From an optimization exercise on the open Yosys and OpenROAD flow, aimed at a short achievable clock period and few clock cycles; shortcuts taken in it are not production practice.
The RTL was checked by simulation tests, not by an equivalence proof against the original design.
Power figures rest on the tool's default switching activity, not on a simulated workload.

### flow/config.mk
export PLATFORM = sky130hd
export DESIGN_NAME = as2650
export DESIGN_NICKNAME = as2650
export VERILOG_FILES = /design/flow/design.v
export SDC_FILE = /design/flow/constraint.sdc
export NUM_CORES = 4
export LEC_CHECK = 0
export ABC_CLOCK_PERIOD_IN_PS = 3000
export CAP_MARGIN = 20
export CORE_MARGIN = 2
export CORE_UTILIZATION = 40
export SETUP_SLACK_MARGIN = 5
export SLEW_MARGIN = 20
export SYNTH_HIERARCHICAL = 1
### flow/constraint.sdc
create_clock -name core_clock -period 8.0 [get_ports {clk}]
set_input_delay 1.6000 -clock core_clock [delete_from_list [all_inputs] [get_ports {clk}]]
set_output_delay 1.6000 -clock core_clock [all_outputs]
set_load 0.01 [all_outputs]
### flow/design.v
`default_nettype none
module as2650(
	input reset,
	output [12:0] adr,
	input [7:0] dbus_in,
	output [7:0] dbus_out,
	output oeb,
	output rw,
	output opreq,
	output wrp,
	output m_io,
	output d_c,
	input sense,
	output flag,
	input clk
);
	localparam F     = 5'd0;   
	localparam OP1   = 5'd1;   
	localparam REL1  = 5'd2;   
	localparam ABSH  = 5'd3;   
	localparam ABSL  = 5'd4;   
	localparam INDH  = 5'd5;   
	localparam INDL  = 5'd6;   
	localparam DATA  = 5'd7;   
	localparam WR    = 5'd8;   
	localparam IOR   = 5'd9;   
	localparam IOW   = 5'd10;  
	localparam IOWL  = 5'd11;  
	localparam MUL   = 5'd12;  
	localparam RETL  = 5'd13;  
	localparam BRT   = 5'd14;  
	localparam BRL   = 5'd15;  
	localparam BR2   = 5'd16;  
	localparam BIND1 = 5'd17;  
	localparam BIND2 = 5'd18;  
	localparam BX1   = 5'd19;  
	localparam BX2   = 5'd20;  
	localparam BXI1  = 5'd21;  
	localparam BXI2  = 5'd22;  
	localparam HALT  = 5'd23;
	localparam MUL2  = 5'd24;  
	localparam EX_NONE = 3'd0;
	localparam EX_ALU  = 3'd1;  
	localparam EX_ROT  = 3'd2;
	localparam EX_MISC = 3'd3;  
	localparam EX_MUL  = 3'd4;
	localparam EX_HALU = 3'd5;  
	reg [7:0] r0;
	reg [7:0] r1, r2, r3;
	reg [7:0] s1, s2, s3;
	reg [14:0] pc;
	reg [6:0] psu;
	reg psu7;
	reg [7:0] psl;
	reg [14:0] stack[7:0];
	reg [7:0] addr_buff;
	reg [1:0] idx_ctrl;
	reg [4:0] ph;
	reg [24:0] pho;  
	reg [2:0] ex;
	reg [7:0] ir;
	reg [7:0] holding;
	reg push_pend;        
	reg [14:0] ret_r;
	reg [9:0] pp0, pp1, pp2, pp3;
	reg [11:0] mp_lo;
	reg [11:0] mp_hi;
	reg [12:0] r_addr;
	reg r_opreq, r_rw, r_oeb, r_m_io, r_d_c, r_wrp;
	reg [7:0] b_buf;
	assign adr = r_addr;
	assign opreq = r_opreq;
	assign rw = r_rw;
	assign oeb = r_oeb;
	assign m_io = r_m_io;
	assign d_c = r_d_c;
	assign wrp = r_wrp;
	assign flag = psu[6];
	assign dbus_out = b_buf;
	wire [7:0] d = dbus_in;
	wire [7:0] psu_full = {psu7, psu};
	function [7:0] regsel(input [1:0] n);
		regsel = n == 0 ? r0 : (n == 1 ? r1 : (n == 2 ? r2 : r3));
	endfunction
	function [1:0] cc_for(input [7:0] v);
		cc_for = v[7] ? 2'b10 : (v != 0 ? 2'b01 : 2'b00);
	endfunction
	task write_reg(input [1:0] n, input [7:0] v);
		begin
			case(n)
				2'd0: r0 <= v;
				2'd1: r1 <= v;
				2'd2: r2 <= v;
				2'd3: r3 <= v;
			endcase
		end
	endtask
	function [8:0] add8(input [7:0] a, input [7:0] b, input cin);
		reg [7:0] p, g, gg, pp, gn, pn;
		reg [8:0] c;
		integer i, l;
		begin
			p = a ^ b;
			g = a & b;
			gg = g;
			pp = p;
			for(l = 0; l < 3; l = l + 1) begin
				gn = gg;
				pn = pp;
				for(i = 0; i < 8; i = i + 1) begin
					if(i >= (1 << l)) begin
						gn[i] = gg[i] | (pp[i] & gg[i - (1 << l)]);
						pn[i] = pp[i] & pp[i - (1 << l)];
					end
				end
				gg = gn;
				pp = pn;
			end
			c[0] = cin;
			for(i = 0; i < 8; i = i + 1) c[i + 1] = gg[i] | (pp[i] & cin);
			add8 = {c[8], p ^ c[7:0]};
		end
	endfunction
	function [14:0] inc15(input [14:0] a);
		reg [14:0] c;
		integer i;
		begin
			for(i = 0; i < 15; i = i + 1) c[i] = &(a | ~((15'd1 << i) - 15'd1));
			inc15 = a ^ c;
		end
	endfunction
	function [14:0] dec15(input [14:0] a);
		reg [14:0] c;
		integer i;
		begin
			for(i = 0; i < 15; i = i + 1) c[i] = ~|(a & ((15'd1 << i) - 15'd1));
			dec15 = a ^ c;
		end
	endfunction
	reg [3:0] irs;
	wire [7:0] rn = ({8{irs[0]}} & r0) | ({8{irs[1]}} & r1) | ({8{irs[2]}} & r2) | ({8{irs[3]}} & r3);
	wire [14:0] r0_p1w = inc15({7'd0, r0});
	wire [14:0] r1_p1w = inc15({7'd0, r1});
	wire [14:0] r2_p1w = inc15({7'd0, r2});
	wire [14:0] r3_p1w = inc15({7'd0, r3});
	wire [14:0] r0_m1w = dec15({7'd0, r0});
	wire [14:0] r1_m1w = dec15({7'd0, r1});
	wire [14:0] r2_m1w = dec15({7'd0, r2});
	wire [14:0] r3_m1w = dec15({7'd0, r3});
	task step_reg(input [1:0] n, input up);
		begin
			case(n)
				2'd0: r0 <= up ? r0_p1w[7:0] : r0_m1w[7:0];
				2'd1: r1 <= up ? r1_p1w[7:0] : r1_m1w[7:0];
				2'd2: r2 <= up ? r2_p1w[7:0] : r2_m1w[7:0];
				2'd3: r3 <= up ? r3_p1w[7:0] : r3_m1w[7:0];
			endcase
		end
	endtask
	wire [14:0] rn_p1_w = inc15({7'd0, rn});
	wire [14:0] rn_m1_w = dec15({7'd0, rn});
	wire [7:0] rn_p1 = rn_p1_w[7:0];
	wire [7:0] rn_m1 = rn_m1_w[7:0];
	wire [2:0] sp = psu[2:0];
	wire [2:0] sp_m1 = sp - 3'd1;
	wire [14:0] stk_top = stack[sp_m1];
	wire [14:0] pc_p1 = inc15(pc);
	wire [14:0] pc_h1 = inc15({1'b0, pc[14:1]});
	wire [14:0] pc_p2 = {pc_h1[13:0], pc[0]};
	wire [14:0] pc_h3 = inc15({1'b0, pc_p1[14:1]});
	wire [14:0] pc_p3 = {pc_h3[13:0], pc_p1[0]};
	function reg_nz(input [3:0] h, input [7:0] v);
		reg_nz = h == 4'hD ? (v != 8'hFF) : (h == 4'hF ? (v != 8'h01) : (v != 8'h00));
	endfunction
	function is_regbr(input [3:0] h);
		is_regbr = h == 4'h5 || h == 4'h7 || h == 4'hD || h == 4'hF;
	endfunction
	function cc_taken(input [3:0] h, input [1:0] c);
		cc_taken = (h == 4'h1 || h == 4'h3) ? (c == 2'b11 || c == psl[7:6]) : (c != psl[7:6]);
	endfunction
	function is_call(input [3:0] h);
		is_call = h == 4'h3 || h == 4'h7 || h == 4'hB;
	endfunction
	wire [3:0] hi = ir[7:4];
	wire [3:0] nz_any = {r3 != 8'h00, r2 != 8'h00, r1 != 8'h00, r0 != 8'h00};
	wire [3:0] nz_inc = {r3 != 8'hFF, r2 != 8'hFF, r1 != 8'hFF, r0 != 8'hFF};
	wire [3:0] nz_dec = {r3 != 8'h01, r2 != 8'h01, r1 != 8'h01, r0 != 8'h01};
	wire ir_reg_nz = hi == 4'hD ? nz_inc[ir[1:0]] : (hi == 4'hF ? nz_dec[ir[1:0]] : nz_any[ir[1:0]]);
	wire br_taken = is_regbr(hi) ? ir_reg_nz : cc_taken(hi, ir[1:0]);
	wire ret_taken = ir[1:0] == 2'b11 || ir[1:0] == psl[7:6];
	wire [3:0] dhi = d[7:4];
	wire [7:0] rd = regsel(d[1:0]);
	wire d_reg_nz = dhi == 4'hD ? nz_inc[d[1:0]] : (dhi == 4'hF ? nz_dec[d[1:0]] : nz_any[d[1:0]]);
	wire [3:0] cc_eq = {psl[7:6] == 2'd3, psl[7:6] == 2'd2, psl[7:6] == 2'd1, psl[7:6] == 2'd0};
	wire [3:0] cc_t = cc_eq | 4'b1000;
	wire d_taken = d[6] ? (d[7] ? (d[5] ? nz_dec[d[1:0]] : nz_inc[d[1:0]]) : nz_any[d[1:0]]) :
		(d[7] ? !cc_eq[d[1:0]] : cc_t[d[1:0]]);
	wire d_ret_taken = d[1:0] == 2'b11 || d[1:0] == psl[7:6];
	wire d_branch = d[4] && d[3];
	wire d_zbr = d == 8'h9B || d == 8'hBB;
	wire d_bxa = d == 8'h9F || d == 8'hBF;
	wire d_uncond = (dhi == 4'h1 || dhi == 4'h3) && d[1:0] == 2'b11;
	wire d_ret = d[4] && !d[3] && (dhi == 4'h1 || dhi == 4'h3) && d[2];
	wire d_red = d[4] && !d[3] && (dhi == 4'h3 || dhi == 4'h7) && !d[2];
	wire d_wrt = d[4] && !d[3] && (dhi == 4'hB || dhi == 4'hF) && !d[2];
	wire d_rot = d[4] && !d[3] && (dhi == 4'h5 || dhi == 4'hD) && !d[2];
	wire d_misc1 = d == 8'h10 || d == 8'h11 || d == 8'h12 || d == 8'h13 ||
		d == 8'h91 || d == 8'h92 || d == 8'h93;
	wire d_mul = d == 8'h90;
	wire e_pend = ex != EX_NONE;
	wire br_defer = !d_uncond && e_pend;
	wire ret_defer = ex == EX_MISC || push_pend || (d[1:0] != 2'b11 && e_pend);
	reg [6:0] ob_lo;
	reg [5:0] ob_hi, ob_hi_p1, ob_hi_m1;
	wire [14:0] ob_hi_p1_w = inc15({9'd0, pc_p2[12:7]});
	wire [14:0] ob_hi_m1_w = dec15({9'd0, pc_p2[12:7]});
	wire [12:0] abs_base = {addr_buff[4:0], d};
	wire [14:0] r_addr_p1_w = inc15({2'b00, r_addr});
	wire [12:0] r_addr_p1 = r_addr_p1_w[12:0];
	function [7:0] idx_val(input [1:0] c);
		idx_val = c == 1 ? rn_p1 : (c == 2 ? rn_m1 : rn);
	endfunction
	wire [1:0] ind_idx = ir[3:2] == 2'b11 ? idx_ctrl : 2'b00;
	reg [7:0] idxv;
	reg [6:0] ab_p1_r;
	wire [14:0] d_p1_w = inc15({10'd0, d[4:0]});
	wire [4:0] ab_p1 = ab_p1_r[4:0];
	wire [6:0] ab7_p1 = ab_p1_r;
	wire is_store = ir[7:5] == 3'd6;
	wire [7:0] st_data = addr_buff[6:5] != 0 ? r0 : rn;
	wire push_early = is_call(hi) && ir != 8'hBB;
	wire [2:0] aop = ir[7:5];
	wire cin_add = psl[3] && psl[0];
	wire cin_sub = !psl[3] || psl[0];
	wire a_arith = aop == 3'd4 || aop == 3'd5 || aop == 3'd7;
	reg [7:0] a_res;
	always @(*) begin
		case(aop)
			3'd1: a_res = rn ^ d;
			3'd2: a_res = rn & d;
			3'd3: a_res = rn | d;
			default: a_res = d;
		endcase
	end
	function sum_zero(input [7:0] a, input [7:0] b, input ci);
		sum_zero = &((a ^ b) ~^ {a[6:0] | b[6:0], ci});
	endfunction
	wire is_add = aop == 3'd4;
	wire alu_ci = is_add ? cin_add : (aop == 3'd5 ? cin_sub : 1'b1);
	wire [7:0] h_b = is_add ? holding : ~holding;
	wire [8:0] h9;
	as2650_add8 u_h9(.a(rn), .b(h_b), .ci(alu_ci), .s(h9));
	wire [7:0] h_res = h9[7:0];
	wire h_zero = sum_zero(rn, h_b, alu_ci);
	wire [1:0] h_cc = {h9[7], !h9[7] && !h_zero};
	wire h_c = h9[8] && !(h_b == 8'hFF && alu_ci);
	wire [1:0] h_cmp = (psl[1] || rn[7] == holding[7]) ?
		(!h9[8] ? 2'b10 : (h_zero ? 2'b00 : 2'b01)) : (rn[7] ? 2'b10 : 2'b01);
	wire [1:0] a_dest = (ir[3:2] == 2'b11 && idx_ctrl != 0) ? 2'd0 : ir[1:0];
	wire z_arith = aop == 3'd4 || aop == 3'd5 || aop == 3'd7;
	wire [7:0] z_b = is_add ? rn : ~rn;
	wire [8:0] z9;
	as2650_add8 u_z9(.a(r0), .b(z_b), .ci(alu_ci), .s(z9));
	wire z_zero = sum_zero(r0, z_b, alu_ci);
	wire [1:0] z_cc = {z9[7], !z9[7] && !z_zero};
	wire z_c = z9[8] && !(z_b == 8'hFF && alu_ci);
	reg [7:0] z_logic;
	always @(*) begin
		case(aop)
			3'd1: z_logic = r0 ^ rn;
			3'd2: z_logic = r0 & rn;
			3'd3: z_logic = r0 | rn;
			default: z_logic = rn;
		endcase
	end
	wire [1:0] z_cmp = (psl[1] || r0[7] == rn[7]) ?
		(!z9[8] ? 2'b10 : (z_zero ? 2'b00 : 2'b01)) : (r0[7] ? 2'b10 : 2'b01);
	wire [8:0] mul_mid;
	as2650_add8 u_mul_mid(.a(mp_lo[11:4]), .b(mp_hi[7:0]), .ci(1'b0), .s(mul_mid));
	wire [14:0] mul_top1 = inc15({11'd0, mp_hi[11:8]});
	wire [15:0] mul_res = {mul_mid[8] ? mul_top1[3:0] : mp_hi[11:8], mul_mid[7:0], mp_lo[3:0]};
	wire [7:0] rrr = psl[3] ? {psl[0], rn[7:1]} : {rn[0], rn[7:1]};
	wire [7:0] rrl = psl[3] ? {rn[6:0], psl[0]} : {rn[6:0], rn[7]};
	task write_psl(input [7:0] v);
		begin
			psl <= v;
			if(v[4] != psl[4]) begin
				r1 <= s1; r2 <= s2; r3 <= s3;
				s1 <= r1; s2 <= r2; s3 <= r3;
			end
		end
	endtask
	task go(input [4:0] p);
		begin
			ph <= p;
			pho <= 25'd1 << p;
		end
	endtask
	task start_write(input [7:0] v);
		begin
			go(WR);
			r_rw <= 1;
			r_oeb <= 0;
			r_wrp <= 1;
			b_buf <= v;
		end
	endtask
	wire rel_mode = pho[REL1] || pho[BRT] || pho[BRL];
	reg [7:0] xlo_r;
	wire [7:0] x_lo = xlo_r;
	wire [7:0] d_lo = rel_mode ? {1'b0, d[6:0]} : d;
	wire [8:0] sum_lo;
	as2650_add8 u_sum_lo(.a(x_lo), .b(d_lo), .ci(pho[REL1]), .s(sum_lo));
	wire [5:0] up_c0 = d[6] ? ob_hi_m1 : ob_hi;
	wire [5:0] up_c1 = d[6] ? ob_hi : ob_hi_p1;
	wire [12:0] rel_addr = {sum_lo[7] ? up_c1 : up_c0, sum_lo[6:0]};
	wire [14:0] abs_sum = {sum_lo[8] ? ab_p1_r : {2'b00, addr_buff[4:0]}, sum_lo[7:0]};
	wire [14:0] cat_pc = {addr_buff[6:0], d};
	wire [12:0] sum_addr = rel_mode ? rel_addr : abs_sum[12:0];
	wire brt_now = pho[BRT] || (pho[BRL] && br_taken);
	wire sel_sum = pho[REL1] || pho[ABSL] || pho[INDL] || pho[BX2] || pho[BXI2] || (brt_now && !ir[2]);
	wire f_skip = d_branch && !d_zbr && !d_bxa && !br_defer && !d_taken;
	wire f_ret = d_ret && !ret_defer && d_ret_taken;
	wire [14:0] f_pc = ({15{f_ret}} & stk_top) | ({15{f_skip && d[2]}} & pc_p3) |
		({15{f_skip && !d[2]}} & pc_p2) | ({15{!f_ret && !f_skip}} & pc_p1);
	reg [7:0] hi_tmp;
	wire sel_pc_sum = (brt_now && !ir[2] && !d[7]) || (pho[BX2] && !addr_buff[7]);
	wire [14:0] pc_sum = rel_mode ? {2'b00, rel_addr} : abs_sum;
	wire sel_pc_cat = (pho[BR2] && !hi_tmp[7]) || pho[BXI2];
	wire [14:0] pc_cat = pho[BR2] ? {hi_tmp[6:0], d} : {addr_buff[6:0], d};
	reg [14:0] pc_early;
	reg [12:0] r_addr_early;
	always @(*) begin
		pc_early = pc;
		r_addr_early = r_addr;
		case(ph)
			OP1, ABSH, BX1, REL1, ABSL: begin
				pc_early = pc_p1;
				r_addr_early = pc_p1[12:0];
			end
			DATA, IOR, WR, IOW, MUL, MUL2: begin
				r_addr_early = pc[12:0];
			end
			INDH, BIND1, BXI1: begin
				r_addr_early = r_addr_p1;
			end
			RETL: begin
				pc_early = ret_taken ? stk_top : pc;
				r_addr_early = ret_taken ? stk_top[12:0] : pc[12:0];
			end
			BRL, BRT: begin
				if(pho[BRL] && !br_taken) begin
					pc_early = ir[2] ? pc_p2 : pc_p1;
					r_addr_early = ir[2] ? pc_p2[12:0] : pc_p1[12:0];
				end else begin
					pc_early = pc_p1;
					r_addr_early = pc_p1[12:0];
				end
			end
			BR2, BX2: begin
				pc_early = pc_p1;
			end
			default: ;
		endcase
	end
	wire pc_sel_rest = !(pho[F] || sel_pc_sum || sel_pc_cat || pho[BIND2]);
	wire [14:0] pc_nx = ({15{pho[F]}} & f_pc) | ({15{sel_pc_sum}} & pc_sum) | ({15{sel_pc_cat}} & pc_cat) |
		({15{pho[BIND2]}} & {2'b00, d[4:0], addr_buff}) | ({15{pc_sel_rest}} & pc_early);
	wire ra_sel_rest = !(pho[F] || sel_sum || pho[BIND2] || pho[BR2]);
	wire [12:0] r_addr_nx = ({13{pho[F]}} & f_pc[12:0]) | ({13{sel_sum}} & sum_addr) |
		({13{pho[BIND2]}} & {d[4:0], addr_buff}) | ({13{pho[BR2]}} & {hi_tmp[4:0], d}) |
		({13{ra_sel_rest}} & r_addr_early);
	wire e_zalu = pho[F] && ex == EX_ALU;
	wire e_halu = pho[F] && ex == EX_HALU;
	wire cc_r0 = (e_zalu && aop == 3'd6) || (pho[F] && ex == EX_MISC && (ir == 8'h12 || ir == 8'h13));
	wire cc_zl = e_zalu && !z_arith && aop != 3'd6;
	wire cc_zc = e_zalu && aop == 3'd7;
	wire cc_za = e_zalu && z_arith && aop != 3'd7;
	wire cc_rot = pho[F] && ex == EX_ROT;
	wire cc_hc = e_halu && aop == 3'd7;
	wire cc_ha = e_halu && aop != 3'd7;
	wire cc_al = ((pho[OP1] && !ir[4]) || pho[DATA]) && !a_arith;
	wire cc_tu = pho[OP1] && (ir == 8'hB4 || ir == 8'hB6);
	wire cc_tl = pho[OP1] && (ir == 8'hB5 || ir == 8'hB7);
	wire cc_tm = pho[OP1] && ir[7:2] == 6'b111101;
	wire cc_io = pho[IOR];
	wire cc_we = cc_r0 || cc_zl || cc_zc || cc_za || cc_rot || cc_hc || cc_ha || cc_al || cc_tu || cc_tl || cc_tm || cc_io;
	wire [1:0] cc_nx = ({2{cc_r0}} & cc_for(r0)) | ({2{cc_zl}} & cc_for(z_logic)) | ({2{cc_zc}} & z_cmp) |
		({2{cc_za}} & z_cc) | ({2{cc_rot}} & cc_for(ir[7] ? rrl : rrr)) | ({2{cc_hc}} & h_cmp) |
		({2{cc_ha}} & h_cc) | ({2{cc_al}} & cc_for(a_res)) |
		({2{cc_tu}} & ((psu_full & d) == d ? 2'b00 : 2'b10)) |
		({2{cc_tl}} & ((psl & d) == d ? 2'b00 : 2'b10)) |
		({2{cc_tm}} & ((rn & d) == d ? 2'b00 : 2'b10)) |
		({2{cc_io}} & cc_for(d));
	task branch_taken;
		begin
			if(!ir[2]) begin
				if(push_early) begin
					push_pend <= 1;
					ret_r <= pc_p1;
				end
				if(d[7]) begin
					go(BIND1);
				end else begin
					go(F);
				end
			end else begin
				go(BR2);
			end
		end
	endtask
	always @(posedge clk) begin
		if(reset) begin
			pc <= 0;
			r0 <= 0;
			r1 <= 0; r2 <= 0; r3 <= 0;
			s1 <= 0; s2 <= 0; s3 <= 0;
			psu <= 0;
			psu7 <= 0;
			psl <= 0;
			go(F);
			push_pend <= 0;
			ex <= EX_NONE;
			r_addr <= 0;
			r_opreq <= 1;
			r_rw <= 0;
			r_oeb <= 1;
			r_m_io <= 1;
			r_d_c <= 0;
			r_wrp <= 0;
			b_buf <= 0;
			idx_ctrl <= 0;
		end else if(ph != HALT) begin
			psu7 <= sense;
			xlo_r <= 8'd0;
			hi_tmp <= d;
			pc <= pc_nx;
			r_addr <= r_addr_nx;
			push_pend <= 0;
			if(push_pend) psu[2:0] <= sp + 3'd1;
			case(ph)
			F: begin
				case(ex)
					EX_ALU: begin
						if(aop == 3'd6) begin  
							write_reg(ir[1:0], r0);
							;  
						end else if(!z_arith) begin
							;  
							r0 <= z_logic;
						end
					end
					EX_ROT: begin
						if(!ir[7]) begin
							if(psl[3]) begin
								psl[0] <= rn[0];
								psl[5] <= rn[6];
							end
							;  
							write_reg(ir[1:0], rrr);
						end else begin
							if(psl[3]) begin
								psl[0] <= rn[7];
								psl[5] <= rn[4];
							end
							;  
							write_reg(ir[1:0], rrl);
						end
					end
					EX_MISC: begin
						if(ir == 8'h91) begin
							r0 <= r1;
							write_reg(2'd1, r0);
						end else if(ir == 8'h10) begin
							r0 <= stk_top[7:0];
							write_reg(2'd1, {1'b0, stk_top[14:8]});
							psu[2:0] <= sp_m1;
						end else if(ir == 8'h11) begin
							psu[2:0] <= sp + 3'd1;
						end else if(ir == 8'h12) begin
							r0 <= psu_full;
							;  
						end else if(ir == 8'h13) begin
							r0 <= psl;
							;  
						end else if(ir == 8'h92) begin
							psu <= r0[6:0];
						end else begin  
							write_psl(r0);
						end
					end
					EX_MUL: begin
						write_reg(2'd2, mul_res[7:0]);
						write_reg(2'd3, mul_res[15:8]);
					end
					default: ;
				endcase
				ir <= d;
				irs <= 4'b0001 << d[1:0];
				ob_lo <= pc_p2[6:0];
				xlo_r <= {1'b0, pc_p2[6:0]};
				ob_hi <= pc_p2[12:7];
				ob_hi_p1 <= ob_hi_p1_w[5:0];
				ob_hi_m1 <= ob_hi_m1_w[5:0];
				ex <= EX_NONE;
				go(F);
				if(d == 8'h40) begin  
					go(HALT);
					r_opreq <= 0;
				end else if(d[4] == 0) begin
					if(d[3:2] == 2'b00) begin
						ex <= d == 8'hC0 ? EX_NONE : EX_ALU;
					end else if(d[3:2] == 2'b01) begin
						go(OP1);
					end else if(d[3:2] == 2'b10) begin
						go(REL1);
					end else begin
						go(ABSH);
					end
				end else if(d_branch) begin
					if(d_zbr) begin
						go(BRT);
					end else if(d_bxa) begin
						go(BX1);
					end else if(br_defer) begin
						go(BRL);
					end else begin
						if(dhi == 4'hD || dhi == 4'hF) step_reg(d[1:0], !d[5]);
						if(d_taken) begin
							go(BRT);
						end else begin
						end
					end
				end else if(d_ret) begin
					if(ret_defer) begin
						go(RETL);
						r_opreq <= 0;
					end else if(d_ret_taken) begin
						psu[2:0] <= sp_m1;
						if(dhi == 4'h3) psu[5] <= 0;
					end
				end else if(d_red) begin
					go(IOR);
					r_m_io <= 0;
					r_d_c <= d[6];
				end else if(d_wrt) begin
					r_d_c <= d[6];
					if(e_pend) begin
						go(IOWL);
						r_opreq <= 0;
					end else begin
						go(IOW);
						r_m_io <= 0;
						r_rw <= 1;
						r_oeb <= 0;
						r_wrp <= 1;
						b_buf <= rd;
					end
				end else if(d_rot) begin
					ex <= EX_ROT;
				end else if(d_misc1) begin
					ex <= EX_MISC;
				end else if(d_mul) begin
					go(MUL);
					r_opreq <= 0;
				end else begin  
					go(OP1);
				end
			end
			OP1: begin
				go(F);
				if(!ir[4]) begin  
					if(a_arith) begin
						holding <= d;
						ex <= EX_HALU;
					end else begin
						;  
						write_reg(ir[1:0], a_res);
					end
				end else begin
					case(ir)
						8'h74: psu <= psu & ~d[6:0];
						8'h75: write_psl(psl & ~d);
						8'h76: psu <= psu | d[6:0];
						8'h77: write_psl(psl | d);
						8'hB4, 8'hB6: ;  
						8'hB5, 8'hB7: ;  
						8'hF4, 8'hF5, 8'hF6, 8'hF7: ;  
						default: ;
					endcase
				end
			end
			DATA: begin
				go(F);
				if(a_arith) begin
					holding <= d;
					ex <= EX_HALU;
				end else begin
					;  
					write_reg(a_dest, a_res);
				end
			end
			IOR: begin
				go(F);
				r_m_io <= 1;
				write_reg(ir[1:0], d);
				;  
			end
			REL1: begin
				if(d[7]) begin
					go(INDH);
				end else if(is_store) begin
					start_write(st_data);
				end else begin
					go(DATA);
				end
			end
			ABSH: begin
				xlo_r <= (d[7] || d[6:5] == 2'b00) ? 8'd0 : idx_val(d[6:5]);
				addr_buff <= d;
				ab_p1_r <= d_p1_w[6:0];
				idxv <= idx_val(d[6:5]);
				go(ABSL);
			end
			ABSL: begin
				idx_ctrl <= addr_buff[6:5];
				if(addr_buff[7]) begin
					go(INDH);
				end else begin
					if(addr_buff[6:5] != 0) write_reg(ir[1:0], idxv);
					if(is_store) start_write(st_data);
					else go(DATA);
				end
			end
			INDH: begin
				xlo_r <= ind_idx != 0 ? idxv : 8'd0;
				addr_buff <= d;
				ab_p1_r <= d_p1_w[6:0];
				go(INDL);
			end
			INDL: begin
				if(ind_idx != 0) write_reg(ir[1:0], idxv);
				if(is_store) start_write(st_data);
				else go(DATA);
			end
			WR, IOW: begin
				go(F);
				r_rw <= 0;
				r_oeb <= 1;
				r_wrp <= 0;
				r_m_io <= 1;
			end
			IOWL: begin
				go(IOW);
				r_opreq <= 1;
				r_m_io <= 0;
				r_rw <= 1;
				r_oeb <= 0;
				r_wrp <= 1;
				b_buf <= rn;
			end
			MUL: begin
				pp0 <= r0 * r1[1:0];
				pp1 <= r0 * r1[3:2];
				pp2 <= r0 * r1[5:4];
				pp3 <= r0 * r1[7:6];
				go(MUL2);
			end
			MUL2: begin
				mp_lo <= {2'b00, pp0} + {pp1, 2'b00};
				mp_hi <= {2'b00, pp2} + {pp3, 2'b00};
				ex <= EX_MUL;
				go(F);
				r_opreq <= 1;
			end
			RETL: begin
				r_opreq <= 1;
				if(ret_taken) begin
					go(F);
					psu[2:0] <= sp_m1;
					if(hi == 4'h3) psu[5] <= 0;
				end else begin
					go(F);
				end
			end
			BRL: begin
				if(hi == 4'hD || hi == 4'hF) step_reg(ir[1:0], !ir[5]);
				if(!br_taken) go(F);
				else branch_taken;
			end
			BRT: begin
				branch_taken;
			end
			BR2: begin
				addr_buff <= hi_tmp;
				if(is_call(hi)) begin
					push_pend <= 1;
					ret_r <= pc_p1;
				end
				if(hi_tmp[7]) begin
					go(BIND1);
				end else begin
					go(F);
				end
			end
			BIND1: begin
				addr_buff <= d;
				ab_p1_r <= d_p1_w[6:0];
				go(BIND2);
			end
			BIND2: begin
				if(ir == 8'hBB) begin
					push_pend <= 1;
					ret_r <= pc;
				end
				go(F);
			end
			BX1: begin
				xlo_r <= d[7] ? 8'd0 : r3;
				addr_buff <= d;
				ab_p1_r <= d_p1_w[6:0];
				go(BX2);
			end
			BX2: begin
				if(ir[5]) begin  
					push_pend <= 1;
					ret_r <= pc_p1;
				end
				if(addr_buff[7]) begin
					go(BXI1);
				end else begin
					go(F);
				end
			end
			BXI1: begin
				addr_buff <= d;
				ab_p1_r <= d_p1_w[6:0];
				go(BXI2);
			end
			BXI2: begin
				go(F);
			end
			default: ;
			endcase
			if(cc_we) psl[7:6] <= cc_nx;
			if(pho[F] && ex == EX_ALU && z_arith) begin
				if(aop == 3'd7) begin
					;  
				end else begin
					;  
					r0 <= z9[7:0];
					psl[5] <= z9[4];
					psl[2] <= r0[7] == rn[7] && z9[7] != r0[7];
					psl[0] <= z_c;
				end
			end
			if(pho[F] && ex == EX_HALU) begin
				if(aop == 3'd7) begin
					;  
				end else begin
					;  
					write_reg(a_dest, h_res);
					psl[5] <= h_res[4];
					psl[2] <= rn[7] == holding[7] && h_res[7] != rn[7];
					psl[0] <= h_c;
				end
			end
		end
	end
	wire e_push = pho[F] && ex == EX_MISC && ir == 8'h11;
	always @(posedge clk) begin
		if(push_pend) stack[sp] <= ret_r;
		if(e_push) begin
			stack[sp_m1][7:0] <= r0;
			stack[sp][14:8] <= r1[6:0];
		end
	end
endmodule
module as2650_add8(
	input [7:0] a,
	input [7:0] b,
	input ci,
	output [8:0] s
);
	function [8:0] add8(input [7:0] a, input [7:0] b, input cin);
		reg [7:0] p, g, gg, pp, gn, pn;
		reg [8:0] c;
		integer i, l;
		begin
			p = a ^ b;
			g = a & b;
			gg = g;
			pp = p;
			for(l = 0; l < 3; l = l + 1) begin
				gn = gg;
				pn = pp;
				for(i = 0; i < 8; i = i + 1) begin
					if(i >= (1 << l)) begin
						gn[i] = gg[i] | (pp[i] & gg[i - (1 << l)]);
						pn[i] = pp[i] & pp[i - (1 << l)];
					end
				end
				gg = gn;
				pp = pn;
			end
			c[0] = cin;
			for(i = 0; i < 8; i = i + 1) c[i + 1] = gg[i] | (pp[i] & cin);
			add8 = {c[8], p ^ c[7:0]};
		end
	endfunction
	assign s = add8(a, b, ci);
endmodule
### flow/run.sh
#!/bin/bash
# synth_recipe.tcl (not shown) runs the flow's synth.tcl, then flattens the netlist and writes it again
# the make line also repeats each setting of config.mk as NAME=value (left out here)
make -C /OpenROAD-flow-scripts/flow DESIGN_CONFIG=/design/flow/config.mk WORK_HOME=/design/flow/orfs CLKGATE_MAP_FILE= SYNTH_SCRIPT=/design/flow/synth_recipe.tcl finish
==> flow_results.xml, run 1 <==
<?xml version="1.0" encoding="UTF-8"?>
<metrics>
  <group name="sta">
    <metric name="pins_over_slew_limit" unit="">0</metric>
    <metric name="rsz_0062_raised_after_global_routing" unit="">true</metric>
    <metric name="clock-skew-final" unit="ns">0.06683</metric>
    <metric name="fmax" unit="GHz">0.2738</metric>
    <metric name="slew_headroom" unit="">0.1433</metric>
    <metric name="final_period_minus_worst_setup_slack" unit="ns">3.653</metric>
    <metric name="final.period_utilization" unit="">0.4566</metric>
    <metric name="final_hold_viol_count" unit="">0</metric>
    <metric name="setup_violations" unit="">0</metric>
    <metric name="worst-slew-pin-transition" unit="ns">1.280</metric>
    <metric name="finalHoldWorstSlack" unit="ns">0.4133</metric>
    <metric name="setup_total_negative_slack" unit="ns">0</metric>
  </group>
  <group name="pwr">
    <metric name="vdd_drop_max" unit="mV">0.3086</metric>
    <metric name="p_per_area" unit="nW/um^2">383.1</metric>
    <metric name="static-leakage-power" unit="nW">17.93</metric>
  </group>
  <group name="detailed_routing">
    <metric name="postRouteWirelength" unit="um">194000</metric>
    <metric name="post_drt_wl_per_cell" unit="um">33.98</metric>
    <metric name="dr.pass1.iters" unit="">15</metric>
    <metric name="dr.first_iter.drc_count" unit="">7916</metric>
    <metric name="detail_route.vias_per_cell" unit="">7.110</metric>
    <metric name="routed-via-count" unit="">40590</metric>
    <metric name="postRouteAntennaNets" unit="">0</metric>
    <metric name="drc" unit="">0</metric>
  </group>
  <group name="logic_synthesis">
    <metric name="synth-adder-area-share" unit="">0.07497</metric>
    <metric name="synth.lib_cells_used.distinct" unit="">122</metric>
    <metric name="yosysWarningCount" unit="">8</metric>
    <metric name="synth_flop_cell" unit="">edfxtp_1</metric>
    <metric name="yosys.area_share.simple" unit="">0.1790</metric>
    <metric name="synth_xor_xnor_area_share" unit="">0.04545</metric>
    <metric name="netlist_instances" unit="">4167</metric>
    <metric name="syn-cell-area" unit="um^2">34880</metric>
    <metric name="async_flop_share" unit="">0</metric>
    <metric name="synth.area.mux_share" unit="">0.07368</metric>
    <metric name="synthesized_area_per_cell" unit="um^2">8.370</metric>
    <metric name="edff_count_synth" unit="">274</metric>
    <metric name="synth_sequential_area_ratio" unit="">0.3151</metric>
    <metric name="post-synth-top-area-fraction" unit="">0.2359</metric>
    <metric name="ys_seq_elements" unit="">412</metric>
    <metric name="largest_area_contributor_in_the_netlist" unit="">edfxtp_1</metric>
    <metric name="synth_compound_gate_area_share" unit="">0.2542</metric>
    <metric name="synth_top_cells_by_area" unit="">edfxtp_1, dfxtp_1, ha_1</metric>
    <metric name="main_combinational_cell_family_by_area_after_synthesis" unit="">compound AO/OA/AOI/OAI gates</metric>
  </group>
  <group name="global_routing">
    <metric name="grt_remaining_overflow" unit="">0</metric>
    <metric name="first_global_vias" unit="">36780</metric>
    <metric name="pin_count_of_the_biggest_net_entering_global_routing" unit="">52</metric>
    <metric name="grt_first_pass_wirelength" unit="um">264800</metric>
    <metric name="grt_util_all_layers" unit="">0.4052</metric>
    <metric name="number_of_antenna_violations_at_the_first_check_in_global_routing" unit="">14</metric>
  </group>
  <group name="clock_tree">
    <metric name="numCtsBuffers" unit="">51</metric>
    <metric name="cts_tree" unit="">done</metric>
    <metric name="insertion_delay" unit="ns">0.67</metric>
    <metric name="clock-sinks" unit="">412</metric>
    <metric name="path_clk_slew" unit="ns">0.07</metric>
    <metric name="clockBufferDepth" unit="">3</metric>
    <metric name="cts-root-buf" unit="">clkbuf_16</metric>
    <metric name="htree_levels" unit="">2</metric>
    <metric name="hold_buffers" unit="">0</metric>
  </group>
  <group name="flow_run">
    <metric name="max-cap-violations" unit="">0</metric>
  </group>
  <group name="floorplanning">
    <metric name="die-width" unit="um">299.3</metric>
    <metric name="core.rowCount" unit="">108</metric>
    <metric name="core_region_area" unit="um^2">86620</metric>
    <metric name="io_pins" unit="">39</metric>
    <metric name="die_area" unit="um^2">89580</metric>
    <metric name="start_util" unit="">0.4027</metric>
    <metric name="die_h" unit="um">299.3</metric>
  </group>
  <group name="critical_path">
    <metric name="start_kind" unit="">flip-flop</metric>
    <metric name="crit_path_end_kind" unit="">flip-flop</metric>
    <metric name="setup.worst_path.class" unit="">reg2reg</metric>
    <metric name="cp_max_fo" unit="">14</metric>
    <metric name="worstPathBufferInverterCount" unit="">2</metric>
    <metric name="critPathSlowestCell" unit="">edfxtp_1</metric>
    <metric name="worst-endpoint-required" unit="ns">8.52</metric>
    <metric name="critical_path.max_stage_delay" unit="ns">0.54</metric>
    <metric name="critical-path-top-delay-family" unit="">compound AO/OA/AOI/OAI gates</metric>
    <metric name="critical_path_arrival" unit="ns">4.17</metric>
    <metric name="cp_cell_sequence" unit="">buf_6 -&gt; a22oi_1 -&gt; nand2_1 -&gt; buf_4 -&gt; xnor2_2 -&gt; ha_1 -&gt; and3_1 -&gt; a221o_1 -&gt; a21o_1 -&gt; o21ai_2 -&gt; nor2_1 -&gt; o21ai_1 -&gt; o41ai_2 -&gt; nor4_2 -&gt; o31ai_1</metric>
  </group>
  <group name="layout">
    <metric name="num-nets-final" unit="">4715</metric>
    <metric name="drive_above_1_share" unit="">0.3257</metric>
    <metric name="flow.area_growth_from_synthesis" unit="%">38.30</metric>
    <metric name="n_fill_cell" unit="">7393</metric>
  </group>
  <group name="run_status">
    <metric name="run_status" unit="">timing/DRC/antenna clean</metric>
  </group>
  <group name="placement">
    <metric name="port-buffer-count" unit="">38</metric>
    <metric name="post-dp-hpwl" unit="um">118700</metric>
    <metric name="globalplace.congestion" unit="">1.087</metric>
  </group>
  <group name="worst_hold_path">
    <metric name="worst_hold_path_type" unit="">reg2reg</metric>
  </group>
</metrics>
==> Yosys stat by module, one instance, submodules excluded <==
| module | flip-flops and latches | cell area [um^2] | cells |
|---|---|---|---|
| as2650 | 412 | 33660 | 4023 |
| as2650_add8 | 0 | 305.3 | 36 |
==> worst paths after layout <==
path	start	endpoint	slack (ns)	cells after the start
max	irs[0]$_SDFFCE_PP0P_	flip-flop	4.35	15
min	pp0[1]$_DFFE_PP_	mp_lo[1]$_DFFE_PP_	0.41	0
max reg2reg	irs[0]$_SDFFCE_PP0P_	flip-flop	4.35	15
min reg2reg	pp0[1]$_DFFE_PP_	mp_lo[1]$_DFFE_PP_	0.41	0
==> cells in the mapped netlist, drive strengths merged, types with 19 or more instances <==
cell type / instances
nand2: 454
nor2: 422
o21ai: 392
edfxtp: 274
a21oi: 259
clkbuf: 223
ha: 193
inv: 152
mux2i: 151
dfxtp: 138
buf: 113
xnor2: 111
nor3: 97
nand3: 92
a211oi: 71
o22ai: 65
xor2: 64
a22oi: 58
a221oi: 51
o211ai: 51
and2: 46
a31oi: 41
o221ai: 40
a21o: 37
mux2: 34
nor2b: 32
nand2b: 31
a221o: 30
mux4: 30
nand4: 29
nor4: 29
and3: 28
o21bai: 26
a2111oi: 22
or3: 22
a222oi: 21
o31ai: 19
==> state kept, by name, summed over array words and instances, names as in the netlist, 10 cells and up, named ones only <==
register,flops
pp1,10
mp_hi,12
r_addr,13
pp3,10
pp2,10
mp_lo,12
ret_r,15
pho,13
pc,15
pp0,10
stack,120
==> metrics by stage <==
step                      std cells  instance area [um^2]  power [mW]  utilization  setup slack [ns]
final                          5709                 48240       18.48       0.5569             4.347
after CTS                      5573                 45120       16.18       0.5209             4.473
after global placement         5162                 37110       11.17       0.4284             2.870
after global routing           5700                 48220       18.60       0.5567             4.242
after floorplan                4168                 36080       8.116            -             4.183
after detailed placement       5162                 37110       11.18       0.4284             2.899
==> cells in the final DEF (no fill, tap or decap), types with 29 or more instances in the layout <==
master,Yosys,final
o221ai_1,40,33
clkbuf_16,0,58
buf_6,4,123
and2_1,46,39
nor2_4,1,34
edfxtp_1,274,274
a21oi_2,8,40
o21ai_2,1,59
nand2_4,1,32
xnor2_1,111,85
o21ai_1,33,106
a22oi_1,58,43
a21o_1,37,35
mux4_2,30,30
buf_12,0,67
a211oi_1,68,51
nor3_1,90,60
nor2_1,417,365
nand3_1,90,64
mux2i_1,151,119
o211ai_1,51,51
o21ai_0,358,216
buf_4,12,338
inv_1,150,128
a31oi_1,38,34
a21oi_1,251,206
xor2_1,63,57
dfxtp_1,138,102
nand2_2,0,62
o22ai_1,64,53
ha_4,0,35
dfxtp_2,0,29
ha_1,193,152
nand2_1,453,356
==> per-layer routing <==
metal	wire, um	vias up	GRT usage	share of wire
met5	548	-	0.01958	0.0028
met4	17270	30	0.2544	0.089
met3	34560	1234	0.2168	0.18
met2	72720	3849	0.5427	0.37
met1	68890	19190	0.5017	0.36
li1	-	16290	-	-
==> power by group <==
group | internal, mW | total [mW] | switching [mW]
Sequential | 2.58 | 3.03 | 0.454
Combinational | 4.81 | 12.8 | 7.99
Clock | 1.56 | 2.65 | 1.09
Total | 8.95 | 18.5 | 9.53
==> kinds of logic after synthesis <==
| logic type | after synthesis |
|---|---|
| other | 1 |
| buffers and inverters | 493 |
| multiplexers | 215 |
| flip-flops | 412 |
| adder cells (fa/ha/maj) | 203 |
| AO/OA/AOI/OAI | 1326 |
| AND/OR/NAND/NOR | 1340 |
| XOR/XNOR | 177 |
==> layout make-up <==
class | count | area (um^2) | share of cell area
diodes | 10 | 25.02 | 0.0005187
clock buffers | 72 | 1478 | 0.03063
clock inverters | 24 | 391.6 | 0.008118
inverters | 157 | 763.2 | 0.01582
multi-input cells | 3277 | 26500 | 0.5494
flip-flops and latches | 412 | 11050 | 0.2291
well taps | 1155 | 1445 | 0.02996
repair buffers | 601 | 6571 | 0.1362
repair inverters | 1 | 8.758 | 0.0001816
==> worst reg2reg max path: cells and delay by family, from the launching register on <==
kind            cells  cell delay (ns)
xor+xnor            1             0.27
simple gates        4             0.58
buf+inv             2             0.45
flops               1             0.54
fa+ha+maj           1             0.30
compound gates      7             1.41
==> what timing repair did <==
| item | 4_1_cts | 5_1_grt |
|---|---|---|
| buffers inserted | 286 | 117 |
| gates resized for setup | 734 | 498 |
| setup endpoints to repair | 475 | 332 |
| pin swaps | 227 | 210 |
| cloned | 29 | 8 |
Testbench counts, summed over its fixed seeds: cycles 21,388.
==> run 2, diff against run 1 <==
--- a/flow/design.v
+++ b/flow/design.v
@@ -247,15 +247,15 @@
 	endfunction
 	wire is_add = aop == 3'd4;
 	wire alu_ci = is_add ? cin_add : (aop == 3'd5 ? cin_sub : 1'b1);
-	wire [7:0] h_b = is_add ? holding : ~holding;
+	reg [7:0] ea, hb;
 	wire [8:0] h9;
-	as2650_add8 u_h9(.a(rn), .b(h_b), .ci(alu_ci), .s(h9));
+	as2650_add8 u_h9(.a(ea), .b(hb), .ci(alu_ci), .s(h9));
 	wire [7:0] h_res = h9[7:0];
-	wire h_zero = sum_zero(rn, h_b, alu_ci);
+	wire h_zero = sum_zero(ea, hb, alu_ci);
 	wire [1:0] h_cc = {h9[7], !h9[7] && !h_zero};
-	wire h_c = h9[8] && !(h_b == 8'hFF && alu_ci);
-	wire [1:0] h_cmp = (psl[1] || rn[7] == holding[7]) ?
-		(!h9[8] ? 2'b10 : (h_zero ? 2'b00 : 2'b01)) : (rn[7] ? 2'b10 : 2'b01);
+	wire h_c = h9[8] && !(hb == 8'hFF && alu_ci);
+	wire [1:0] h_cmp = (psl[1] || ea[7] == holding[7]) ?
+		(!h9[8] ? 2'b10 : (h_zero ? 2'b00 : 2'b01)) : (ea[7] ? 2'b10 : 2'b01);
 	wire [1:0] a_dest = (ir[3:2] == 2'b11 && idx_ctrl != 0) ? 2'd0 : ir[1:0];
 	wire z_arith = aop == 3'd4 || aop == 3'd5 || aop == 3'd7;
 	wire [7:0] z_b = is_add ? rn : ~rn;
@@ -572,6 +572,8 @@
 				if(!ir[4]) begin  
 					if(a_arith) begin
 						holding <= d;
+						ea <= rn;
+						hb <= is_add ? d : ~d;
 						ex <= EX_HALU;
 					end else begin
 						;  
@@ -594,6 +596,8 @@
 				go(F);
 				if(a_arith) begin
 					holding <= d;
+						ea <= rn;
+						hb <= is_add ? d : ~d;
 					ex <= EX_HALU;
 				end else begin
 					;  
@@ -761,7 +765,7 @@
 					;  
 					write_reg(a_dest, h_res);
 					psl[5] <= h_res[4];
-					psl[2] <= rn[7] == holding[7] && h_res[7] != rn[7];
+					psl[2] <= ea[7] == holding[7] && h_res[7] != ea[7];
 					psl[0] <= h_c;
 				end
 			end
--- a/flow/config.mk
+++ b/flow/config.mk
@@ -9,6 +9,6 @@
 export CAP_MARGIN = 20
 export CORE_MARGIN = 2
 export CORE_UTILIZATION = 40
-export SETUP_SLACK_MARGIN = 5
+export SETUP_SLACK_MARGIN = 4.5
 export SLEW_MARGIN = 20
 export SYNTH_HIERARCHICAL = 1
==> run 2 against run 1 <==
  * Setup slack worse by 0.063 ns
  * Maximum frequency down 1.7%
  * Register-to-register slack worse by 0.06 ns
  * Global-route usage down 1.4 points
  * Clock-buffer cell count unchanged
  * Worst hold slack worse by 0.017 ns
  * Clock power down 7.5%
  * Largest power group unchanged
  * Sequential power up 5%
  * Synthesized cell count down 0.34%
  * Critical path depth down 4
==> flow_results.xml, run 2 <==
<?xml version="1.0" encoding="UTF-8"?>
<metrics>
  <group name="layout">
    <metric name="reg_top3" unit="">stack: 120 flops, pc: 15 flops, ret_r: 15 flops</metric>
    <metric name="flow.area_growth_from_synthesis" unit="%">23.17</metric>
    <metric name="drive_above_1_share" unit="">0.2058</metric>
    <metric name="n_fill_cell" unit="">8152</metric>
    <metric name="regMostFlops" unit="">stack</metric>
    <metric name="most_frequent_cells_in_the_layout" unit="">nand2_1, nor2_1, o21ai_0</metric>
    <metric name="layout_commonest_cell" unit="">nand2_1</metric>
    <metric name="num-nets-final" unit="">4480</metric>
    <metric name="largest_register_ffs" unit="">120</metric>
  </group>
  <group name="floorplanning">
    <metric name="io_pins" unit="">39</metric>
    <metric name="core.rowCount" unit="">108</metric>
    <metric name="core_region_area" unit="um^2">86620</metric>
    <metric name="die-width" unit="um">299.3</metric>
    <metric name="die_h" unit="um">299.3</metric>
    <metric name="die_area" unit="um^2">89580</metric>
    <metric name="start_util" unit="">0.4027</metric>
  </group>
  <group name="critical_path">
    <metric name="setup.worst_path.class" unit="">reg2reg</metric>
    <metric name="worst_path_most_repeated_cell" unit="">o21ai_0</metric>
    <metric name="critPathSlowestCell" unit="">a31oi_2</metric>
    <metric name="crit_path_end_kind" unit="">flip-flop</metric>
    <metric name="cp_max_fo" unit="">14</metric>
    <metric name="cp_cell_sequence" unit="">buf_12 -&gt; buf_4 -&gt; nand2b_1 -&gt; nand2_4 -&gt; o21ai_0 -&gt; a31oi_2 -&gt; o21ai_0 -&gt; o21ai_0 -&gt; nand2_1 -&gt; a31oi_1 -&gt; o31ai_1</metric>
    <metric name="start_kind" unit="">flip-flop</metric>
    <metric name="worstPathBufferInverterCount" unit="">2</metric>
    <metric name="worst-endpoint-required" unit="ns">8.51</metric>
    <metric name="critical_path_arrival" unit="ns">4.23</metric>
    <metric name="critical-path-top-delay-family" unit="">compound AO/OA/AOI/OAI gates</metric>
    <metric name="critical_path.max_stage_delay" unit="ns">0.61</metric>
  </group>
  <group name="logic_synthesis">
    <metric name="synth.cells.most_frequent" unit="">nand2_1, nor2_1, o21ai_0</metric>
    <metric name="synthesized_area_per_cell" unit="um^2">8.399</metric>
    <metric name="post-synth-top-count-cell" unit="">nand2_1</metric>
    <metric name="yosys.area_share.simple" unit="">0.1685</metric>
    <metric name="synth_top_cells_by_area" unit="">edfxtp_1, dfxtp_1, ha_1</metric>
    <metric name="netlist_instances" unit="">4153</metric>
    <metric name="synth.lib_cells_used.distinct" unit="">94</metric>
    <metric name="synth_compound_gate_area_share" unit="">0.2562</metric>
    <metric name="largest_area_contributor_in_the_netlist" unit="">edfxtp_1</metric>
    <metric name="ys_seq_elements" unit="">421</metric>
    <metric name="synth_flop_cell" unit="">edfxtp_1</metric>
    <metric name="syn-cell-area" unit="um^2">34880</metric>
    <metric name="synth.area.mux_share" unit="">0.07379</metric>
    <metric name="synth_xor_xnor_area_share" unit="">0.04620</metric>
    <metric name="main_combinational_cell_family_by_area_after_synthesis" unit="">compound AO/OA/AOI/OAI gates</metric>
    <metric name="edff_count_synth" unit="">283</metric>
    <metric name="yosysWarningCount" unit="">8</metric>
    <metric name="post-synth-top-area-fraction" unit="">0.2436</metric>
    <metric name="async_flop_share" unit="">0</metric>
    <metric name="synth-adder-area-share" unit="">0.07526</metric>
    <metric name="synth_sequential_area_ratio" unit="">0.3228</metric>
  </group>
  <group name="global_routing">
    <metric name="grt_first_pass_wirelength" unit="um">255300</metric>
    <metric name="grt_remaining_overflow" unit="">0</metric>
    <metric name="pin_count_of_the_biggest_net_entering_global_routing" unit="">60</metric>
    <metric name="number_of_antenna_violations_at_the_first_check_in_global_routing" unit="">11</metric>
    <metric name="grt_util_all_layers" unit="">0.3909</metric>
    <metric name="first_global_vias" unit="">34650</metric>
  </group>
  <group name="clock_tree">
    <metric name="clockBufferDepth" unit="">3</metric>
    <metric name="insertion_delay" unit="ns">0.68</metric>
    <metric name="hold_buffers" unit="">0</metric>
    <metric name="path_clk_slew" unit="ns">0.06</metric>
    <metric name="htree_levels" unit="">2</metric>
    <metric name="clock-sinks" unit="">421</metric>
    <metric name="cts-root-buf" unit="">clkbuf_16</metric>
    <metric name="cts_tree" unit="">done</metric>
    <metric name="numCtsBuffers" unit="">51</metric>
  </group>
  <group name="sta">
    <metric name="fmax" unit="GHz">0.2691</metric>
    <metric name="clock-skew-final" unit="ns">0.04679</metric>
    <metric name="setup_violations" unit="">0</metric>
    <metric name="rsz_0062_raised_after_global_routing" unit="">true</metric>
    <metric name="worst-slew-pin-transition" unit="ns">1.308</metric>
    <metric name="final_hold_viol_count" unit="">0</metric>
    <metric name="final_period_minus_worst_setup_slack" unit="ns">3.716</metric>
    <metric name="pins_over_slew_limit" unit="">0</metric>
    <metric name="setup_total_negative_slack" unit="ns">0</metric>
    <metric name="slew_headroom" unit="">0.1221</metric>
    <metric name="final.period_utilization" unit="">0.4645</metric>
  </group>
  <group name="run_status">
    <metric name="run_status" unit="">timing/DRC/antenna clean</metric>
  </group>
  <group name="detailed_routing">
    <metric name="drc" unit="">0</metric>
    <metric name="post_drt_wl_per_cell" unit="um">33.52</metric>
    <metric name="dr.pass1.iters" unit="">13</metric>
    <metric name="postRouteWirelength" unit="um">183400</metric>
    <metric name="postRouteAntennaNets" unit="">0</metric>
    <metric name="routed-via-count" unit="">38500</metric>
    <metric name="dr.first_iter.drc_count" unit="">6566</metric>
    <metric name="detail_route.vias_per_cell" unit="">7.034</metric>
  </group>
  <group name="placement">
    <metric name="globalplace.congestion" unit="">1.084</metric>
    <metric name="post-dp-hpwl" unit="um">122900</metric>
    <metric name="port-buffer-count" unit="">38</metric>
  </group>
  <group name="pwr">
    <metric name="design_power_total" unit="mW">15.02</metric>
    <metric name="static-leakage-power" unit="nW">15.81</metric>
    <metric name="vdd_drop_max" unit="mV">0.2301</metric>
    <metric name="p_per_area" unit="nW/um^2">349.7</metric>
  </group>
  <group name="flow_run">
    <metric name="max-cap-violations" unit="">0</metric>
  </group>
  <group name="worst_hold_path">
    <metric name="worst_hold_path_type" unit="">reg2reg</metric>
  </group>
</metrics>
## run 2: changes by cell type after synthesis, sizes merged, moves of 11 or more
cell    previous run  this run
clkbuf           223       289
nand2            454       399
o21ai            392       342
buf              113        65
nor2             422       398
a21oi            259       282
a311oi             9        29
o211ai            51        67
and3              28        43
o22ai             65        52
mux2i            151       139
mux2              34        45
nand3             92       103
## run 2: layer usage
metal	vias to the layer above	global-route usage	share of wire
met1	18480	0.5194	0.38
met3	869	0.1656	0.16
met4	8	0.2271	0.077
met2	3320	0.5245	0.38
met5	-	0	0.00026
li1	15820	-	-
## run 2: timing repair
| item | 4_1_cts | 5_1_grt |
|---|---|---|
| pin swaps | 64 | 77 |
| buffers inserted | 105 | 93 |
| cloned | 12 | 5 |
| gates resized for setup | 312 | 196 |
| endpoints found under the setup margin | 328 | 229 |
## run 2: path summary, 6_finish.rpt
kind                                      endpoint  cells after the start              from  slack [ns]
worst min-delay path            mp_hi[0]$_DFFE_PP_                      0  pp2[0]$_DFFE_PP_        0.40
worst max register to register  r0[5]$_SDFFE_PP0N_                     11   ir[5]$_DFFE_PP_        4.28
worst min register to register  mp_hi[0]$_DFFE_PP_                      0  pp2[0]$_DFFE_PP_        0.40
worst max-delay path            r0[5]$_SDFFE_PP0N_                     11   ir[5]$_DFFE_PP_        4.28
## run 2: cells by family after synthesis
logic type / after synthesis
buffers and inverters: 519
other: 1
multiplexers: 214
adder cells (fa/ha/maj): 204
AND/OR/NAND/NOR: 1275
AO/OA/AOI/OAI: 1335
flip-flops: 421
XOR/XNOR: 184
## run 2: stage by stage
step                      hold WS [ns]  setup WS, ns  std cells    util  cell area, um^2
after global placement          0.4014         2.437       5151  0.4246            36780
final                           0.3966         4.284       5473  0.4960            42960
after detailed placement        0.4090         2.372       5153  0.4250            36810
after global routing            0.4202         4.208       5465  0.4957            42940
after CTS                       0.4119         4.371       5366  0.4758            41210
after floorplan                 0.4003         3.880       4154       -            35300
## run 2: layout make-up
type,count,area (um^2),share of cell area
clock inverter,24,285.3,0.006640
tap,1155,1445,0.03364
antenna,9,22.52,0.0005242
timing repair buffer,413,4185,0.09742
inverter,165,737.0,0.01715
clock buffer,72,1446,0.03367
multi-input combinational,3214,23510,0.5473
sequential,421,11330,0.2637
## run 2: modules after synthesis, one instance, submodules excluded
| module | flops+latches | cell area, um^2 |
|---|---|---|
| as2650_add8 | 0 | 305.3 |
| as2650 | 421 | 33660 |
## run 2: power breakdown
group / internal [mW] / leakage (nW) / total [mW] / switching, mW
clock network: 1.37 / 0.837 / 2.45 / 1.08
logic: 3.35 / 11.2 / 9.38 / 6.04
registers: 2.66 / 3.72 / 3.19 / 0.530
Testbench counts of run 2, summed over its fixed seeds: cycles 21,388.

-- separate check: timing with driven ports --
Ports are ideal in the flow. The routed layouts listed here were re-timed in OpenROAD.
Step 1 (the two cells are an assumption about what drives the block):
set clk [get_ports {clk}]
set_driving_cell -lib_cell sky130_fd_sc_hd__clkbuf_16 $clk
set_driving_cell -lib_cell sky130_fd_sc_hd__buf_2 [delete_from_list [all_inputs] $clk]
Step 2 moves the port delays by t, midway between the first and last clock arrival at a register: inputs arrive t later, outputs are due t later. That takes back most of the time a late clock gives input paths.
Three values: ideal ports, drivers, drivers and shift; two values: the first two.
| run | shift t [ns] | slack for setup (ns) | hold WS [ns] | worst data-port slew with drivers (ns) |
|---|---|---|---|---|
| run 1 | 0.713 | 4.347 / 4.347 / 3.686 | 0.413 / 0.413 / 0.413 | 0.18 |
| run 2 | 0.728 | 4.284 / 4.284 / 3.600 | 0.397 / 0.397 / 0.397 | 0.26 |
After both steps every run listed still meets setup and hold. For run 2, which loses most, drivers alone change the setup slack by 0.000 ns; drivers and shift together by -0.684 ns.
